What follows belongs to an exercise in optimizing a design on an open flow for small area and a short achievable clock period; a production flow would make more cautious choices.

==> flow/design.v <==
module fpa(
  input  wire        clk,
  input  wire        reset,
  input  wire [11:0] A,
  input  wire [11:0] B,
  input  wire [11:0] C,
  input  wire [11:0] D,
  input  wire        pushin,
  output reg         pushout,
  output reg  [11:0] Z
);
  localparam K0 = 1;   
  localparam K1 = 0;   
  localparam K2 = 1;   
  localparam K3 = 1;   
  localparam K4 = 1;   
  function automatic ge5(input [4:0] a, input [4:0] b);
    reg [4:0] g, n; reg g43, n43, g21, n21, g40, n40, g4_1, n4_1;
    begin
      g = ~a & b; n = ~(a & ~b);
      g43 = g[4] | (n[4] & g[3]);  n43 = n[4] & n[3];
      g21 = g[2] | (n[2] & g[1]);  n21 = n[2] & n[1];
      g4_1 = g43 | (n43 & g21);    n4_1 = n43 & n21;
      ge5 = ~(g4_1 | (n4_1 & g[0]));
    end
  endfunction
  wire [4:0] eA = A[10:6], eB = B[10:6], eC = C[10:6], eD = D[10:6];
  wire gAB = ge5(eA, eB), gAC = ge5(eA, eC), gAD = ge5(eA, eD);
  wire gBC = ge5(eB, eC), gBD = ge5(eB, eD), gCD = ge5(eC, eD);
  wire selA = gAB & gAC & gAD;
  wire selB = ~gAB & gBC & gBD;
  wire selC = ~gAC & ~gBC & gCD;
  wire selD = ~gAD & ~gBD & ~gCD;
  wire [4:0] mx0 = ({5{selA}} & eA) | ({5{selB}} & eB) | ({5{selC}} & eC) | ({5{selD}} & eD);
  function automatic [6:0] mant(input [11:0] x);
    mant = ((|x[10:6]) ? {1'b1, x[5:0]} : 7'd0) ^ {7{x[11]}};
  endfunction
  wire [47:0] p0 = {mant(A), mant(B), mant(C), mant(D), eA, eB, eC, eD};
  wire [3:0]  s0 = {A[11], B[11], C[11], D[11]};
  reg  [47:0] p1; reg [3:0] s1; reg [4:0] mx1; reg v1;
  generate if (K0) begin : g_k0
    always @(posedge clk) begin p1 <= p0; s1 <= s0; mx1 <= mx0; end
    always @(posedge clk) v1 <= reset ? 1'b0 : pushin;
  end else begin : g_n0
    always @* begin p1 = p0; s1 = s0; mx1 = mx0; v1 = pushin; end
  end endgenerate
  function automatic [10:0] align(input [6:0] m, input s, input [4:0] e, input [4:0] mx);
    reg [4:0] sh; reg [10:0] v;
    begin
      sh = mx - e;
      v = {m, {4{s}}};
      v = sh[0] ? {s, v[10:1]}        : v;
      v = sh[1] ? {{2{s}}, v[10:2]}   : v;
      v = sh[2] ? {{4{s}}, v[10:4]}   : v;
      v = sh[3] ? {{8{s}}, v[10:8]}   : v;
      align = sh[4] ? {11{s}} : v;
    end
  endfunction
  wire [10:0] xA = align(p1[47:41], s1[3], p1[19:15], mx1);
  wire [10:0] xB = align(p1[40:34], s1[2], p1[14:10], mx1);
  wire [10:0] xC = align(p1[33:27], s1[1], p1[9:5],   mx1);
  wire [10:0] xD = align(p1[26:20], s1[0], p1[4:0],   mx1);
  wire [2:0]  ns1 = s1[3] + s1[2] + s1[1] + s1[0];
  wire [2:0]  nn1 = 3'd0 - ns1;
  wire [13:0] r4  = {nn1, 8'd0, ns1};
  reg [43:0] x2; reg [13:0] r42; reg [4:0] mx2; reg v2;
  generate if (K1) begin : g_k1
    always @(posedge clk) begin x2 <= {xA, xB, xC, xD}; r42 <= r4; mx2 <= mx1; end
    always @(posedge clk) v2 <= reset ? 1'b0 : v1;
  end else begin : g_n1
    always @* begin x2 = {xA, xB, xC, xD}; r42 = r4; mx2 = mx1; v2 = v1; end
  end endgenerate
  wire [13:0] q0 = {3'b0, x2[43:33]}, q1 = {3'b0, x2[32:22]}, q2 = {3'b0, x2[21:11]}, q3 = {3'b0, x2[10:0]};
  wire [13:0] a1 = q0 ^ q1 ^ q2;
  wire [13:0] b1 = {(q0 & q1) | (q0 & q2) | (q1 & q2), 1'b0};
  wire [13:0] a2 = a1 ^ b1 ^ q3;
  wire [13:0] b2 = {(a1 & b1) | (a1 & q3) | (b1 & q3), 1'b0};
  wire [13:0] a3 = a2 ^ b2 ^ r42;
  wire [13:0] b3 = {(a2 & b2) | (a2 & r42) | (b2 & r42), 1'b0};
  reg [13:0] a3r, b3r; reg [4:0] mx3; reg v3;
  generate if (K2) begin : g_k2
    always @(posedge clk) begin a3r <= a3; b3r <= b3; mx3 <= mx2; end
    always @(posedge clk) v3 <= reset ? 1'b0 : v2;
  end else begin : g_n2
    always @* begin a3r = a3; b3r = b3; mx3 = mx2; v3 = v2; end
  end endgenerate
  wire [13:0] S = a3r + b3r;
  reg [13:0] S4; reg [4:0] mx4; reg v4;
  generate if (K3) begin : g_k3
    always @(posedge clk) begin S4 <= S; mx4 <= mx3; end
    always @(posedge clk) v4 <= reset ? 1'b0 : v3;
  end else begin : g_n3
    always @* begin S4 = S; mx4 = mx3; v4 = v3; end
  end endgenerate
  wire        sgn = S4[13];
  wire [12:0] M   = sgn ? (13'd0 - S4[12:0]) : S4[12:0];
  wire        d3 = ~|M[12:5];
  wire [12:0] M1 = d3 ? {M[4:0], 8'd0} : M;
  wire        d2 = ~|M1[12:9];
  wire [12:0] M2 = d2 ? {M1[8:0], 4'd0} : M1;
  wire        d1 = ~|M2[12:11];
  wire [12:0] M3 = d1 ? {M2[10:0], 2'd0} : M2;
  wire        d0 = ~M3[12];
  wire [12:0] M4 = d0 ? {M3[11:0], 1'b0} : M3;
  reg sgn5, nz5; reg [5:0] fr5; reg [3:0] lz5; reg [4:0] mx5; reg v5;
  generate if (K4) begin : g_k4
    always @(posedge clk) begin sgn5 <= sgn; nz5 <= M4[12]; fr5 <= M4[11:6]; lz5 <= {d3, d2, d1, d0}; mx5 <= mx4; end
    always @(posedge clk) v5 <= reset ? 1'b0 : v4;
  end else begin : g_n4
    always @* begin sgn5 = sgn; nz5 = M4[12]; fr5 = M4[11:6]; lz5 = {d3, d2, d1, d0}; mx5 = mx4; v5 = v4; end
  end endgenerate
  wire signed [6:0] E = $signed({2'b00, mx5}) - $signed({3'b000, lz5});
  wire [4:0] ef = E[4:0] + 5'd2;
  wire zero = ~nz5 | E[6];
  wire sat  = (E > 7'sd28) | ((E == 7'sd28) & fr5[5] & fr5[4] & (|fr5[3:0]));
  wire [11:0] res = zero ? 12'h000 : sat ? {sgn5, 5'b11110, 6'b110000} : {sgn5, ef, fr5};
  always @(posedge clk) begin
    Z <= res;
    pushout <= reset ? 1'b0 : v5;
  end
endmodule
==> flow/config.mk <==
export PLATFORM = sky130hd
export DESIGN_NAME = fpa
export DESIGN_NICKNAME = fpa
export VERILOG_FILES = /design/flow/design.v
export SDC_FILE = /design/flow/constraint.sdc
export NUM_CORES = 4
export LEC_CHECK = 0
export ABC_AREA = 1
export CAP_MARGIN = 20
export CORE_MARGIN = 2
export CORE_UTILIZATION = 40
export SLEW_MARGIN = 20
==> flow/constraint.sdc <==
create_clock -name core_clock -period 5.0 [get_ports {clk}]
set_input_delay 1.0000 -clock core_clock [delete_from_list [all_inputs] [get_ports {clk}]]
set_output_delay 1.0000 -clock core_clock [all_outputs]
set_load 0.01 [all_outputs]
run.sh (not shown) runs the stock make flow with config.mk's settings and CLKGATE_MAP_FILE= SYNTH_SCRIPT=/design/flow/synth_recipe.tcl, a recipe that flattens the netlist after the stock synthesis.
The baseline went through all stages and came out clean.
Next try:
--- a/flow/design.v
+++ b/flow/design.v
@@ -9,10 +9,10 @@
   output reg         pushout,
   output reg  [11:0] Z
 );
   localparam K0 = 1;   
-  localparam K1 = 0;   
-  localparam K2 = 1;   
+  localparam K1 = 1;   
+  localparam K2 = 0;   
   localparam K3 = 1;   
   localparam K4 = 1;   
   function automatic ge5(input [4:0] a, input [4:0] b);
     reg [4:0] g, n; reg g43, n43, g21, n21, g40, n40, g4_1, n4_1;
What happened: The new run passed the timing, DRC and antenna checks; count of clock-buffer cells in the layout decreases by 5; hold slack hardly moves; global-route usage decreases by 1.2 points; wire length increases by 1.3%; final area increases by 4.0%; setup slack gains 350 ps.
No run of this note included a check of the RTL's function; only the layout flow was run.

## static timing again, ports no longer ideal
How much do the figures lean on ideal ports? The routed layouts below were timed once more, with nothing changed but the port constraints. Step 1 assumes that a clkbuf_16 drives the clock port and a buf_2 every other input. Step 2 times the ports against the registers' clock, not the clock port: input delays grow and output delays shrink by t, the midpoint of the rising clock arrivals with the driver on. Three values: ideal ports, drivers, drivers and shift; two values: the first two.
run	t, ns	slack for setup (ns)	worst hold slack (ns)	slew at the worst register clock pin (ns)	pins driven straight from the clock port
the first run	0.456	0.750 / 0.750 / 0.750	0.326 / 0.326 / 0.326	0.06 / 0.06	1
the second run	0.467	1.095 / 1.095 / 1.095	0.328 / 0.328 / 0.328	0.07 / 0.07	1
After both steps every run listed still meets setup and hold.
